Source: an optimization exercise on an open RTL-to-GDS flow (aim: small area, a short achievable clock period and few clock cycles). Production flows keep margins and buffers that such runs may drop.
Where RTL was checked, it was by simulation tests only, not by an equivalence proof against the original.

Setup of branch tundra:
==> flow/design.v (excerpt) <==
module gcd3_top #(parameter N = 2) (
    input  wire        clk,
    input  wire        reset,
    input  wire        start,
    input  wire [15:0] A,
    input  wire [15:0] B,
    input  wire [15:0] C,
    output wire        valid,
    output wire [15:0] D
);
Size: roughly 730 cells after synthesis, roughly 41 flip-flops, roughly 68 I/O pins, about 0.0055 mm^2 of cells after synthesis.
==> module gcd3_top, before the edit <==
module gcd3_top #(parameter N = 2) (
    input  wire        clk,
    input  wire        reset,
    input  wire        start,
    input  wire [15:0] A,
    input  wire [15:0] B,
    input  wire [15:0] C,
    output wire        valid,
    output wire [15:0] D
);
    localparam IDLE = 3'd0, P0 = 3'd1, P1 = 3'd2, P2 = 3'd3, SHL = 3'd4;
    reg [2:0]  state;
    reg [16:0] a, b;
    reg [3:0]  cnt;
    wire [15:0] x    = A | B | C;
    wire        zero = ~|A | ~|B | ~|C;
    reg  [3:0]  kx;
    integer i;
    always @(*) begin
        kx = 4'd0;
        for (i = 15; i >= 0; i = i - 1)
            if (x[i]) kx = i;
    end
    wire [16:0] axb  = a ^ b;
    wire        odd2 = a[0] & b[0];
    wire        tz   = odd2 & ((~|axb[16:1]) | (&axb[16:1]));     
    wire        a1   = a[0] & ((~|a[16:1]) | (&a[16:1]));         
    wire        b1   = b[0] & ((~|b[16:1]) | (&b[16:1]));         
    wire        c0   = (cnt == 4'd0);
    wire        sub  = ~(a[1] ^ b[1]);
    wire [17:0] t    = {a[16], a} + ({b[16], b} ^ {18{sub}}) + {17'd0, sub};
    wire [14:0] ma   = a[15:1] ^ {15{a[16]}};
    wire [14:0] mb   = b[15:1] ^ {15{b[16]}};
    wire        swap = (ma >= mb);
    wire load_p1 = (state == P0) & b[0];
    wire load_p2 = (state == P1) & tz & ~a1 & ~b1;
    reg  [16:0] u;
    always @(*) begin
        if (state == IDLE)  u = {1'b0, A};
        else if (load_p1)   u = {1'b0, B};
        else if (load_p2)   u = {1'b0, C};
        else if (~b[0])     u = b;
        else                u = {t[17], t[17:2]};
    end
    reg [16:0] su;
    reg        stop;
    integer j;
    always @(*) begin
        su = u; stop = 1'b0;
        for (j = 0; j < N; j = j + 1)
            if (!stop && !su[0]) su = {su[16], su[16:1]};
            else stop = 1'b1;
    end
    wire [16:0] abs_a = {a[16:1] ^ {16{a[16]}}, a[0]};
    assign valid = c0 & ((state == SHL) | ((state == P2) & (tz | a1)) | ((state == P1) & a1));
    assign D     = abs_a[15:0];
    always @(posedge clk) b <= su;
    always @(posedge clk) begin
        if (reset) begin
            state <= IDLE;
        end else begin
            case (state)
                IDLE: if (start) begin
                    if (zero) begin
                        a     <= 17'd0;
                        cnt   <= 4'd0;
                        state <= SHL;
                    end else begin
                        cnt   <= kx;
                        state <= P0;
                    end
                end
                P0: if (b[0]) begin
                    a     <= b;
                    state <= P1;
                end
                SHL: begin
                    if (c0) state <= IDLE;
                    else begin
                        a   <= {a[15:0], 1'b0};
                        cnt <= cnt - 4'd1;
                    end
                end
                default: begin  
                    if (load_p2) begin
                        state <= P2;
                    end else if (a1 | b1 | tz) begin
                        if (c0 & ~(b1 & ~a1)) state <= IDLE;
                        else begin
                            state <= SHL;
                            if (c0) a <= 17'd1;
                            else begin
                                a   <= (b1 & ~a1) ? 17'd2 : {abs_a[15:0], 1'b0};
                                cnt <= cnt - 4'd1;
                            end
                        end
                    end else if (b[0] & swap) begin
                        a <= b;
                    end
                end
            endcase
        end
    end
endmodule
clock: 3.5 ns
lec_check: 0
cap_margin: 20
core_margin: 2
core_utilization: 40
slew_margin: 20
run.sh (not shown) runs the stock make flow with config.mk's settings and CLKGATE_MAP_FILE= SYNTH_SCRIPT=/design/flow/synth_recipe.tcl, a recipe that flattens the netlist after the stock synthesis.
branch tundra | status: complete | timing, DRC, antenna: pass
[inputs] branch quartz vs branch tundra
--- a/flow/design.v
+++ b/flow/design.v
@@ -1,3 +1,3 @@
-module gcd3_top #(parameter N = 2) (
+module gcd3_top #(parameter N = 3) (
     input  wire        clk,
     input  wire        reset,
[summary]
- branch quartz: PASS, flow complete, no timing, DRC or antenna violations
- Going from branch tundra to branch quartz, design area dropped about 4%, post-cts sizing count went up by 2, final critical path time including I/O delays and setup went up 0.0076 ns, placed instance area decreased by 2.2% relative to the old numbers.
- branch quartz vs branch tundra: effective utilization at floorplan down
- Changes observed in branch quartz relative to branch tundra: clock transition time at the flip-flop clock pins of the worst setup and hold paths has remained practically unchanged, height of the die has remained practically unchanged, routed wire length has increased, via count of the first global-routing pass has decreased.
- The overall die width of branch tundra and that of branch quartz are within noise of each other.
- Compared with branch tundra, in branch quartz synthesized-area fraction occupied by adder cells now sits at about the same level; period utilization now larger.
Testbench counts of branch quartz, summed over its fixed seeds: cycles 2,517.
Function not checked in branch tundra: the RTL went through the layout flow alone.

* * *

Another version of the RTL of gcd3_top (not shown whole).
For scale: ~540 cells after synthesis, ~40 flip-flops, about 0.0043 mm² of cells after synthesis.
==> module gcd3_top, before the edit <==
module gcd3_top (
    input  wire        clk,
    input  wire        reset,
    input  wire        start,
    input  wire [15:0] A,
    input  wire [15:0] B,
    input  wire [15:0] C,
    output wire        valid,
    output wire [15:0] D
);
    localparam IDLE = 3'd0, P0 = 3'd1, P1 = 3'd2, P2 = 3'd3, SHL = 3'd4;
    reg [2:0]  state;
    reg [15:0] a;
    reg [16:0] b;
    reg [3:0]  cnt;
    wire [15:0] x    = A | B | C;
    wire        zero = ~|A | ~|B | ~|C;
    reg  [3:0]  kx;
    integer i;
    always @(*) begin
        kx = 4'd0;
        for (i = 15; i >= 0; i = i - 1)
            if (x[i]) kx = i;
    end
    wire        idle = (state == IDLE);
    wire        p0   = (state == P0);
    wire        p1   = (state == P1);
    wire        p2   = (state == P2);
    wire        shl  = (state == SHL);
    wire [15:0] mb   = {b[15:1] ^ {15{b[16]}}, b[0]};
    wire        tz   = a[0] & b[0] & ((a[15:1] ^ b[15:1]) == {15{b[16]}});   
    wire        a1   = (a == 16'd1);
    wire        c0   = (cnt == 4'd0);
    wire        swap = (a[15:1] >= mb[15:1]);                               
    wire [17:0] t    = {2'b00, a} + {b[16], b};
    wire load_p1 = p0 & b[0];
    wire load_p2 = p1 & tz & ~a1;
    wire done    = (p1 & a1) | (p2 & (tz | a1));
    wire step    = (p1 | p2) & b[0] & ~tz & ~a1;
    wire        odd  = (p1 | p2) & b[0];
    wire [16:0] w    = ({17{odd}}             & {t[17], t[17:2]})
                     | ({17{idle & ~A[0]}}    & {1'b0, A})
                     | ({17{load_p1 | idle & A[0]}} & {1'b0, B})
                     | ({17{load_p2}}         & {1'b0, C})
                     | ({17{~idle & ~b[0]}}   & b);
    wire        s2   = ~w[0] & ~w[1];
    wire [16:0] w2   = s2 ? {{2{w[16]}}, w[16:2]} : w;
    wire [16:0] sw   = w2[0] ? w2 : {w2[16], w2[16:1]};
    wire        a_b   = load_p1 | (step & swap);
    wire        an1   = idle ? A[1] : (load_p1 | (odd & swap)) ? mb[1] : a[1];
    wire        neg   = (~idle | A[0]) & sw[0] & ~(sw[1] ^ an1);
    always @(posedge clk) b <= {sw[16:1] ^ {16{neg}}, sw[0]};
    wire        a_shl = (done | shl) & ~c0;
    wire        a_in  = idle & start & A[0] & ~zero;
    always @(posedge clk)
        a <= ({16{a_b}} & mb) | ({16{a_shl}} & {a[14:0], 1'b0}) | ({16{a_in}} & A)
           | ({16{~a_b & ~a_shl & ~(idle & start)}} & a);
    assign valid = c0 & (shl | done);
    assign D     = a;
    always @(posedge clk) begin
        if (reset) begin
            state <= IDLE;
        end else begin
            case (state)
                IDLE: if (start) begin
                    cnt   <= zero ? 4'd0 : kx;
                    state <= zero ? SHL : A[0] ? P1 : P0;
                end
                P0: if (b[0]) state <= P1;
                SHL: begin
                    if (c0) state <= IDLE;
                    else cnt <= cnt - 4'd1;
                end
                default: begin  
                    if (load_p2) state <= P2;
                    else if (done) begin
                        if (c0) state <= IDLE;
                        else begin
                            state <= SHL;
                            cnt   <= cnt - 4'd1;
                        end
                    end
                end
            endcase
        end
    end
endmodule
clock: 3.5 ns
lec_check: 0
cap_margin: 20
core_margin: 2
core_utilization: 40
slew_margin: 20
standard.sh (not shown) runs the stock make flow with config.mk's settings and CLKGATE_MAP_FILE= SYNTH_SCRIPT=/design/flow/synth_recipe.tcl, a recipe that flattens the netlist after the stock synthesis.
==> flow/flow/run.sh <==
#!/bin/bash
set -euo pipefail
export BUFFER_PORTS_ARGS="-buffer_cell sky130_fd_sc_hd__buf_2"
bash standard.sh > standard_make.log 2>&1
Testbench counts at the start, summed over its fixed seeds: cycles 2,454.
Change:
==> flow/design.v (replaced) <==
module gcd3_top (
    input  wire        clk,
    input  wire        reset,
    input  wire        start,
    input  wire [15:0] A,
    input  wire [15:0] B,
    input  wire [15:0] C,
    output wire        valid,
    output wire [15:0] D
);
    localparam IDLE = 3'd0, P0 = 3'd1, P1 = 3'd2, P2 = 3'd3, SHL = 3'd4;
    reg [2:0]  state;
    reg [16:0] a, b;
    reg [3:0]  cnt;
    wire [15:0] x    = A | B | C;
    wire        zero = ~|A | ~|B | ~|C;
    reg  [3:0]  kx;
    integer i;
    always @(*) begin
        kx = 4'd0;
        for (i = 15; i >= 0; i = i - 1)
            if (x[i]) kx = i;
    end
    wire        idle = (state == IDLE);
    wire        p0   = (state == P0);
    wire        p1   = (state == P1);
    wire        p2   = (state == P2);
    wire        shl  = (state == SHL);
    wire [16:0] axb  = a ^ b;
    wire        tz   = a[0] & b[0] & ((~|axb[16:1]) | (&axb[16:1]));    
    wire        a1   = a[0] & ((~|a[16:1]) | (&a[16:1]));                
    wire        c0   = (cnt == 4'd0);
    wire        sub  = ~(a[1] ^ b[1]);
    wire [17:0] t    = {a[16], a} + ({b[16], b} ^ {18{sub}}) + {17'd0, sub};
    wire [15:0] t4   = t[17:2];
    wire [16:0] st   = t4[0] ? {t4[15], t4}
                     : t4[1] ? {{2{t4[15]}}, t4[15:1]}
                     : t4[2] ? {{3{t4[15]}}, t4[15:2]}
                     :         {{4{t4[15]}}, t4[15:3]};
    wire [14:0] ma   = a[15:1] ^ {15{a[16]}};
    wire [14:0] mb   = b[15:1] ^ {15{b[16]}};
    wire        swap = (ma >= mb);
    wire load_p1 = p0 & b[0];
    wire load_p2 = p1 & tz & ~a1;
    wire done    = (p1 & a1) | (p2 & (tz | a1));
    wire step    = (p1 | p2) & b[0] & ~tz & ~a1;
    wire [16:0] w    = ({17{idle}}    & {1'b0, A})
                     | ({17{load_p1}} & {1'b0, B})
                     | ({17{load_p2}} & {1'b0, C})
                     | ({17{~idle & ~load_p1 & ~load_p2}} & b);
    wire [16:0] sw   = w[0] ? w
                     : w[1] ? {w[16], w[16:1]}
                     : w[2] ? {{2{w[16]}}, w[16:2]}
                     :        {{3{w[16]}}, w[16:3]};
    always @(posedge clk) b <= step ? st : sw;
    wire [16:0] abs_a = {a[16:1] ^ {16{a[16]}}, a[0]};
    wire        a_b   = load_p1 | (step & swap);
    wire        a_shl = (done & ~c0) | (shl & ~c0);
    always @(posedge clk)
        a <= ({17{a_b}} & b) | ({17{a_shl}} & {abs_a[15:0], 1'b0})
           | ({17{~a_b & ~a_shl & ~(idle & start & zero)}} & a);
    assign valid = c0 & (shl | done);
    assign D     = abs_a[15:0];
    always @(posedge clk) begin
        if (reset) begin
            state <= IDLE;
        end else begin
            case (state)
                IDLE: if (start) begin
                    cnt   <= zero ? 4'd0 : kx;
                    state <= zero ? SHL : P0;
                end
                P0: if (b[0]) state <= P1;
                SHL: begin
                    if (c0) state <= IDLE;
                    else cnt <= cnt - 4'd1;
                end
                default: begin  
                    if (load_p2) state <= P2;
                    else if (done) begin
                        if (c0) state <= IDLE;
                        else begin
                            state <= SHL;
                            cnt   <= cnt - 4'd1;
                        end
                    end
                end
            endcase
        end
    end
endmodule
Outcome:
- The changed run finished clean
- final area came out higher by 27%
- core utilization came out higher by 2.0 points
- register-to-register slack loses 20 ps
- global-route usage came out higher by 0.83 points
- clock skew stays flat
Function not checked in the second run of this note: the RTL went through the layout flow alone.

[what the ideal ports hide]
The flow's constraints put no driver on any port. The routed layouts listed below were extracted and timed again, unchanged, in two steps. Step 1 sets driving cells, clkbuf_16 on the clock port and buf_2 on the other inputs (assumed; they add their load-dependent delay and slew). Step 2 adds t to the input delays and takes it off the output delays; t is the mean of the earliest and latest rising clock arrival at the registers after step 1. Input paths then give back, and output paths get back, about the clock's delay inside the block. Slacks: no drivers / after step 1 / after step 2; pairs: no drivers / after step 1.
run | t, ns | setup slack, ns | hold slack, ns | worst setup path at the end | latest minus earliest clock arrival (ns)
branch tundra | 0.334 | 0.098 / 0.089 / -0.064 | 0.593 / 0.593 / 0.593 | input to register | 0.008 / 0.008
branch quartz | 0.344 | 0.090 / 0.090 / 0.039 | 0.640 / 0.640 / 0.640 | input to register | 0.008 / 0.008
the first run of note 2 | 0.333 | 0.120 / 0.087 / 0.155 | 0.552 / 0.552 / 0.552 | register to register | 0.007 / 0.007
the second run of note 2 | 0.332 | 0.129 / 0.129 / 0.129 | 0.621 / 0.600 / 0.621 | register to register | 0.008 / 0.009
Met with ideal ports but missed after step 2: setup timing in branch tundra. The setup slack of branch tundra, which loses most, moves by -0.009 ns with the drivers and by -0.162 ns with both steps.
